Source: an optimization exercise on an open RTL-to-GDS flow (aim: small area, a short achievable clock period and few clock cycles). Production flows keep margins and buffers that such runs may drop. In this exercise RTL edits were held to simulation tests only and were not proved equivalent to the original.

===== flow/run.sh =====
#!/bin/bash
# synth_recipe.tcl (not shown) runs the flow's synth.tcl, then flattens the netlist and writes it again
# the make line also repeats each setting of config.mk as NAME=value (left out here)
make -C /OpenROAD-flow-scripts/flow DESIGN_CONFIG=/design/flow/config.mk WORK_HOME=/design/flow/orfs CLKGATE_MAP_FILE= SYNTH_SCRIPT=/design/flow/synth_recipe.tcl finish

===== flow/config.mk =====
export PLATFORM = sky130hd
export DESIGN_NAME = HW3_FPMUL_SP
export DESIGN_NICKNAME = HW3_FPMUL_SP
export VERILOG_FILES = /design/flow/design.v
export SDC_FILE = /design/flow/constraint.sdc
export NUM_CORES = 4
export LEC_CHECK = 0
export CAP_MARGIN = 20
export CORE_MARGIN = 2
export CORE_UTILIZATION = 40
export SLEW_MARGIN = 20

===== flow/constraint.sdc =====
create_clock -name core_clock -period 9.0 [get_ports {Clk}]
set_input_delay 1.8000 -clock core_clock [delete_from_list [all_inputs] [get_ports {Clk}]]
set_output_delay 1.8000 -clock core_clock [all_outputs]
set_load 0.01 [all_outputs]

===== flow/design.v =====
module HW3_FPMUL_SP(Clk, Rst, St, FPmplier, FPmcand, Done, Ovf, Unf, FPproduct);
	input Clk, Rst, St;
	input [31:0] FPmcand;
	input [31:0] FPmplier;
	output reg Done, Ovf, Unf;
	output reg [31:0] FPproduct;
	reg Smcand, Smplier;
	reg [9:0] Emcand ;
	reg [9:0] Emplier;
	reg [9:0] Etotal;
	reg [23:0] Fmcand, Fmplier;
	reg [47:0] Fproduct;
	reg Load;
	reg [2:0] State, Nextstate;
	parameter Exponent = 9'b110000001;
	parameter E = 7'b1111111;
	wire [9:0] Ecomp;
	assign Ecomp = (~Etotal)+1'b1;
	always @(posedge Clk) begin
		if (Rst) begin
			State <= 0;
			Done <= 1'b1;
			Ovf <= 0;
			Unf <= 0;
			FPproduct <= 0;
		end
		else
		case(State)
			0:begin
				if(St==1'b1)begin
					Done<=0;
					FPproduct <= 0;
					Smcand <= FPmcand[31];
					Smplier <= FPmplier[31];
					Emcand <= {2'b00, FPmcand[30:23]}+Exponent;
					Emplier <= {2'b00, FPmplier[30:23]}+Exponent;
					Fmcand <= {1'b1, FPmcand[22:0]};
					Fmplier<= {1'b1, FPmplier[22:0]};
					Fproduct<=0;Etotal<=0;
					Load <= 1'b1;
					Ovf <=0;Unf <=0;
					State <= 1;
				end
			end
			1:begin
				Fproduct = Fmcand*Fmplier;
				Etotal = Emcand + Emplier;
				State <= 2;
			end
			2:begin
				if(Fproduct[47]==1'b1) begin
					Fproduct = Fproduct >> 1;
					Etotal = Etotal + 1;
				end
				State <= 3;				
			end
			3:begin
				if(Etotal[9]==1'b0)begin
					if(Etotal>E)begin
						Ovf = 1'b1;
					end
				end
				else if(Etotal[9]==1'b1)begin
					if(Ecomp>126)begin
						Unf = 1'b1;
					end	
				end
				State<=4;
			end
			4:begin
				FPproduct[31] <= Smplier^Smcand;
				FPproduct[30:23] <= Etotal+127;
				FPproduct[22:0] <= Fproduct[45:23];
				Done<=1'b1;
				State<=0;
			end
			default:
				State <= 0;
		endcase
	end
endmodule

==> impl_metrics.json <==
{
  "status": "complete, no violations",
  "clk_pin_slew_ns": 0.09,
  "place_area_um2": 25900,
  "worst_setup_path_start_kind": "register",
  "required_ns": 9.20,
  "synth-main-ff-cell": "edfxtp_1",
  "grt_max_degree": 51,
  "netlist_instances": 2546,
  "die_w_um": 249,
  "synth_area_per_cell_um2": 9.45,
  "core.rowCount": 89,
  "synth-edff-count": 103,
  "fmax_mhz": 127,
  "arrival_ns": 8.06,
  "cap_violations": 0,
  "track_usage_pct": 22.1,
  "endpoint_kind": "register",
  "wirelength_um": 66000,
  "synth_top_area_share_pct": 40.1,
  "clockBufferDepth": 2,
  "finalHoldViolCount": 0,
  "clock-sinks": 141,
  "synth.ff_latch_count": 141,
  "cts_resized": 0,
  "crit_path_frequent_cell": "fa_1",
  "yosys.cell_types.count": 60,
  "wl_per_cell_um": 19.6,
  "drive_gt1_share_pct": 3.32,
  "hold_class": "reg -> reg",
  "path_class": "reg -> reg",
  "final_area_um2": 26500,
  "ys_async_sr_fraction_pct": 0,
  "timing.slew.headroom_pct": 24.7,
  "ys_top_cells_by_area": "fa_1, edfxtp_1, ha_1",
  "cts_buffers": 17,
  "fin_nets": 3312,
  "core_um2": 59200,
  "netlist_area_um2": 24100,
  "fin_crit_sh_pct": 87.3,
  "pin_count": 102,
  "htreeDepth": 4,
  "grt_antenna_before_repair": 2,
  "min_path_cells": 2,
  "crit_slowest_cell": "edfxtp_1",
  "hpwl_um": 52700,
  "cts_tree": "yes",
  "cpPeakStageDelay_ns": 0.78,
  "first_global_vias": 18896,
  "fin_skew_ns": 0.0329,
  "fin_setup_tns_ns": 0,
  "post-place-ws_ns": 1.22,
  "via_per_inst": 5.08,
  "synth_common_cells": "inv_1, fa_1, nand2_1",
  "ctsHoldBuffers": 0,
  "fillers": 5700,
  "worstMarginPinSlew_ns": 1.13,
  "yosysWarningCount": 1,
  "cp_max_fo": 17,
  "seq_area_frac_synth_pct": 16.0,
  "drt_pass1_iterations": 5,
  "r2r_cells": 25,
  "syn_to_final_growth_pct": 10.1,
  "clk_latency_ns": 0.49,
  "portBuffers": 101,
  "timing.final.crit_period_ns": 7.86,
  "synthMostInstantiatedCell": "inv_1",
  "layout_setup_ws_ns": 1.14,
  "syn_nets": 3278,
  "post-cts-setup-buffers": 0,
  "antenna_left": 0,
  "grt_overflow": 0,
  "die_area_um2": 62200,
  "root_buffer": "clkbuf_16",
  "whs_ns": 0.476,
  "grt_pass1_wl_um": 105000,
  "drc_errors": 0,
  "drt_iter0_markers": 1019,
  "slew_viol_final": 0,
  "rsz0062_at_grt": "false",
  "gp_congestion": 0.968,
  "synth_area_leader_cell": "fa_1",
  "die_h_um": 249,
  "vias": 17090,
  "start_util_pct": 40.6,
  "setup_violations": 0
}
cell families after synthesis:
| family | share of synthesized area [%] |
|---|---|
| buffers and inverters | 11.3 |
| adder cells (fa/ha/maj) | 49.6 |
| multiplexers | 0.0416 |
| AO/OA/AOI/OAI | 6.23 |
| AND/OR/NAND/NOR | 14.5 |
| flip-flops | 16.0 |
| XOR/XNOR | 2.33 |
through the flow:
stage                     cells  utilization [%]
final                      3367             44.7
after floorplan            2546                -
after global placement     3334             43.7
after detailed placement   3334             43.7
after global routing       3366             44.7
after CTS                  3366             44.7
cells in the final DEF (no fill, tap or decap), drive strengths merged, types with 19 or more instances in the layout:
cell | synthesis | final
inv | 594 | 602
fa | 482 | 482
nand2 | 325 | 325
and2 | 245 | 245
ha | 183 | 183
edfxtp | 103 | 103
clkdlybuf4s50 | 0 | 101
nor2 | 94 | 94
a21oi | 52 | 52
xnor2 | 40 | 40
o21ai | 40 | 40
buf | 3 | 39
dfxtp | 38 | 38
a21o | 32 | 32
a22oi | 32 | 32
xor2 | 24 | 24
nand3 | 19 | 19
critical path, delay by kind of cell, from the launching register on:
family	cells	cell delay, ns
buf+inv	7	0.80
compound gates	5	1.05
simple gates	4	1.01
fa+ha+maj	8	3.79
xor+xnor	1	0.14
flops	1	0.78
final timing paths:
path / from / end / slack, ns
setup / recovery: Fmplier[8] / Fproduct[41] / 1.14
hold / removal: FPproduct[24] / FPproduct[24] / 0.48
setup reg to reg: Fmplier[8] / Fproduct[41] / 1.14
hold reg to reg: FPproduct[24] / FPproduct[24] / 0.48
registers in the layout (all words and copies together), names as in the netlist, 3 cells and up:
| signal | cells |
|---|---|
| Emcand | 10 |
| Emplier | 10 |
| Etotal | 10 |
| FPproduct | 32 |
| Fmcand | 23 |
| Fmplier | 23 |
| Fproduct | 25 |
| State | 3 |
per-layer routing:
layer	share of wire, %	GRT usage [%]	routed length [um]	up-vias
met2	51	38.9	33800	505
li1	-	-	-	7721
met3	5.6	3.79	3710	106
met1	40	26.9	26100	8758
met4	3.5	8.66	2340	0
met5	0	0	0	-
cell type report:
cell class	instances	area, um^2	share of cell area (%)
Multi-Input combinational cell	1684	17500	66.1
Clock buffer	17	425	1.61
Antenna cell	1	2.50	0.00944
Inverter	596	2240	8.44
Clock inverter	15	186	0.704
Timing Repair Buffer	140	1300	4.92
Sequential cell	141	3850	14.5
Tap cell	773	967	3.65
Testbench counts, summed over its fixed seeds: cycles 40,000.

separate check: timing with driven ports:
No port has a modelled driver above. Below, the same layout with a new extraction and two added sets of constraints.
Step 1: set_driving_cell puts a clkbuf_16 on Clk and a buf_2 on each other input, an assumption about the parent block.
Step 2, shift: input delay + t, output delay - t, t = (earliest + latest rising clock arrival at the registers) / 2. This alone moves slack from input paths to output paths.
Slacks: ideal / step 1 / step 2; pairs: ideal / step 1.
t (ns): 0.534
setup slack, ns: 1.139 / 1.139 / 1.139
slew at the worst register clock pin (ns): 0.09 / 0.09
worst data-port slew with drivers (ns): 0.04
After both steps this run still meets setup and hold. For this run, drivers alone change the setup slack by 0.000 ns; drivers and shift together by 0.000 ns.
